Background: an optimization exercise with open tools, aiming at small area. Do not read the settings as production practice.
Where RTL was checked, it was by simulation tests only, not by an equivalence proof against the original.
Power and IR drop assume default switching activity.

==> inputs of run a <==
==> flow/design.v <==
module top_module (
    input sys_clk,
    input sys_rst_n,
    output CA,
    output CB,
    output CC,
    output CD,
    output CE,
    output CF,
    output CG,
    output DP,
    output [7:0] AN,
    output R_out,
    output G_out,
    output B_out
);
    reg [4:0] r;
    reg [1:0] q;
    reg [2:0] b;
    reg [6:0] y;
    reg       x;
    reg [1:0] col;    
    reg [3:0] c;      
    wire [5:0] r_inc = {1'b0, r} + 6'd1;
    wire       cr = r_inc[5];
    wire [2:0] q_inc = {1'b0, q} + {2'b0, cr};
    wire       cq = q_inc[2];
    wire [3:0] b_inc = {1'b0, b} + {3'b0, cq};
    wire       cb = b_inc[3];
    wire [7:0] y_inc = {1'b0, y} + {7'b0, cb};
    wire       cy = y_inc[7];
    wire red    = (col == 2'd0);
    wire yellow = (col == 2'd1);
    wire green  = (col == 2'd2);
    always @(posedge sys_clk or negedge sys_rst_n) begin
        if (!sys_rst_n) begin
            r <= 5'd7;
            q <= 2'd0;
            b <= 3'd3;
            y <= 7'd28;
            x <= 1'b0;
            col <= 2'd0;
            c <= 4'd10;
        end else begin
            r <= r_inc[4:0] | {2'b0, {3{cr}}};
            q <= q_inc[1:0];
            b <= b_inc[2:0] | {1'b0, {2{cb}}};
            y <= y_inc[6:0] | {2'b0, {3{cy}}, 2'b0};
            x <= x ^ cy;
            if (cy) begin
                if (c == 4'd1) begin
                    c <= red ? 4'd5 : 4'd10;
                    col <= red ? 2'd1 : yellow ? 2'd2 : 2'd0;
                end else begin
                    c <= c - 4'd1;
                end
            end
        end
    end
    wire pwm50 = ~q[1];
    wire pwm25 = ~q[1] & ~q[0];
    assign R_out = (red & pwm50) | (yellow & pwm25);
    assign G_out = (green & pwm50) | (yellow & pwm25);
    assign B_out = 1'b0;
    wire [2:0] d = {~(y[2] ^ x), y[1:0]};
    reg [3:0] digit;
    always @(*) begin
        case (d)
            3'd0: digit = (c == 4'd10) ? 4'd0 : c;
            3'd1: digit = (c == 4'd10) ? 4'd1 : 4'd0;
            default: digit = 4'hf;
        endcase
    end
    reg [7:0] seg;
    always @(*) begin
        case (digit)
            4'h0: seg = 8'b00000011;
            4'h1: seg = 8'b10011111;
            4'h2: seg = 8'b00100101;
            4'h3: seg = 8'b00001101;
            4'h4: seg = 8'b10011001;
            4'h5: seg = 8'b01001001;
            4'h6: seg = 8'b01000001;
            4'h7: seg = 8'b00011111;
            4'h8: seg = 8'b00000001;
            4'h9: seg = 8'b00001001;
            default: seg = 8'b11111111;
        endcase
    end
    assign {CA, CB, CC, CD, CE, CF, CG, DP} = seg;
    assign AN = ~(8'b1 << d);
endmodule
==> flow/run.sh <==
#!/bin/bash
# synth_recipe.tcl (not shown) runs the flow's synth.tcl, then flattens the netlist and writes it again
# the make line also repeats each setting of config.mk as NAME=value (left out here)
make -C /OpenROAD-flow-scripts/flow DESIGN_CONFIG=/design/flow/config.mk WORK_HOME=/design/flow/orfs CLKGATE_MAP_FILE= SYNTH_SCRIPT=/design/flow/synth_recipe.tcl finish
==> flow/config.mk <==
export PLATFORM = sky130hd
export DESIGN_NAME = top_module
export DESIGN_NICKNAME = top_module
export VERILOG_FILES = /design/flow/design.v
export SDC_FILE = /design/flow/constraint.sdc
export NUM_CORES = 4
export LEC_CHECK = 0
export CAP_MARGIN = 20
export CORE_MARGIN = 2
export CORE_UTILIZATION = 40
export SLEW_MARGIN = 20
==> flow/constraint.sdc <==
create_clock -name core_clock -period 10.0 [get_ports {sys_clk}]
set_input_delay 2.0000 -clock core_clock [delete_from_list [all_inputs] [get_ports {sys_clk}]]
set_output_delay 2.0000 -clock core_clock [all_outputs]
set_load 0.01 [all_outputs]
==> run b: changes against run a <==
==> flow/design.v (replaced) <==
module top_module (
    input sys_clk,
    input sys_rst_n,
    output CA,
    output CB,
    output CC,
    output CD,
    output CE,
    output CF,
    output CG,
    output DP,
    output [7:0] AN,
    output R_out,
    output G_out,
    output B_out
);
    reg [4:0] r;
    reg [1:0] q;
    reg [2:0] b;
    reg [7:0] s;
    reg [4:0] p;
    wire r_wrap = (r == 5'd24);
    wire q_wrap = r_wrap & (q == 2'd3);
    wire b_wrap = q_wrap & (b == 3'd4);
    wire s_hit  = (s == 8'd99) | (s == 8'd199);
    always @(posedge sys_clk or negedge sys_rst_n) begin
        if (!sys_rst_n) begin
            r <= 5'd0;
            q <= 2'd0;
            b <= 3'd0;
            s <= 8'd0;
            p <= 5'd0;
        end else begin
            r <= r_wrap ? 5'd0 : r + 5'd1;
            if (r_wrap) q <= q + 2'd1;
            if (q_wrap) b <= (b == 3'd4) ? 3'd0 : b + 3'd1;
            if (b_wrap) begin
                s <= (s == 8'd199) ? 8'd0 : s + 8'd1;
                if (s_hit) p <= (p == 5'd24) ? 5'd0 : p + 5'd1;
            end
        end
    end
    wire red    = (p < 5'd10);
    wire yellow = (p >= 5'd10) & (p < 5'd15);
    wire green  = (p >= 5'd15);
    wire pwm50 = ~q[1];
    wire pwm25 = (q == 2'd0);
    assign R_out = (red & pwm50) | (yellow & pwm25);
    assign G_out = (green & pwm50) | (yellow & pwm25);
    assign B_out = 1'b0;
    reg [3:0] ones;
    reg       tens;
    always @(*) begin
        tens = 1'b0;
        if (red) begin
            if (p == 5'd0) begin ones = 4'd0; tens = 1'b1; end
            else ones = 4'd10 - p[3:0];
        end else if (yellow) begin
            ones = 4'd15 - p[3:0];
        end else begin
            if (p == 5'd15) begin ones = 4'd0; tens = 1'b1; end
            else ones = 5'd25 - p;
        end
    end
    wire [2:0] d = s[2:0];
    reg [3:0] digit;
    always @(*) begin
        case (d)
            3'd0: digit = ones;
            3'd1: digit = {3'b000, tens};
            default: digit = 4'hf;
        endcase
    end
    reg [7:0] seg;
    always @(*) begin
        case (digit)
            4'h0: seg = 8'b00000011;
            4'h1: seg = 8'b10011111;
            4'h2: seg = 8'b00100101;
            4'h3: seg = 8'b00001101;
            4'h4: seg = 8'b10011001;
            4'h5: seg = 8'b01001001;
            4'h6: seg = 8'b01000001;
            4'h7: seg = 8'b00011111;
            4'h8: seg = 8'b00000001;
            4'h9: seg = 8'b00001001;
            default: seg = 8'b11111111;
        endcase
    end
    assign {CA, CB, CC, CD, CE, CF, CG, DP} = seg;
    assign AN = ~(8'b1 << d);
endmodule
==> qor summary <==
                                                                          run a       run b
Number of synthesized register bits                                          24          23
Tapcells inserted                                                            48          54
Total length of routed met3 wires                                         77 um      115 um
Final weighted congestion of routability-driven global placement          0.834       0.877
Effective utilization at floorplan                                        42.3%       41.5%
Destination of the critical timing path                                      CE          CB
Run status                                     no timing/DRC/antenna violations  no timing/DRC/antenna violations
Worst setup path startpoint                                                c[1]        p[0]
Multi-In Gates                                                              126         179
Adder and majority cell fraction of the synthesized area                  12.7%       16.1%
Worst flop-to-flop path endpoint                                         col[0]        p[3]
DRC violation total after the first TritonRoute iteration                    73          98
Share of final-layout standard cells stronger than drive strength 1       13.4%       7.41%
Net switching share of the total power                                    17.8%       19.9%
Routed length on met2                                                   1370 um     1920 um
Filler cells                                                                346         465
Length of routed wiring on met1                                         1320 um     1810 um
Total track usage                                                         14.6%       15.8%
Critical path data arrival time                                         3060 ps     3480 ps
Function not checked in run b: the RTL went through the layout flow alone.

-- port drivers added, routing unchanged --
In the flow no input, the clock included, has a driving cell. The finished layouts below were timed again as built, in two steps.
Step 1: set_driving_cell puts a clkbuf_16 on sys_clk and a buf_2 on each other input, an assumption about the parent block.
Step 2 also shifts input and output timing later by t, the mid clock arrival at the registers, as if the neighbouring blocks saw the same clock.
Three values: ideal, step 1, step 2; two values: the first two.
run	t (ns)	slack for setup (ns)	hold slack, ns	worst register clock-pin slew, ns	pins driven straight from the clock port
run a	0.286	4.935 / 4.912 / 5.198	0.476 / 0.476 / 0.476	0.08 / 0.08	1
run b	0.279	4.519 / 4.495 / 4.774	0.494 / 0.494 / 0.494	0.08 / 0.08	1
After both steps every run listed still meets setup and hold.
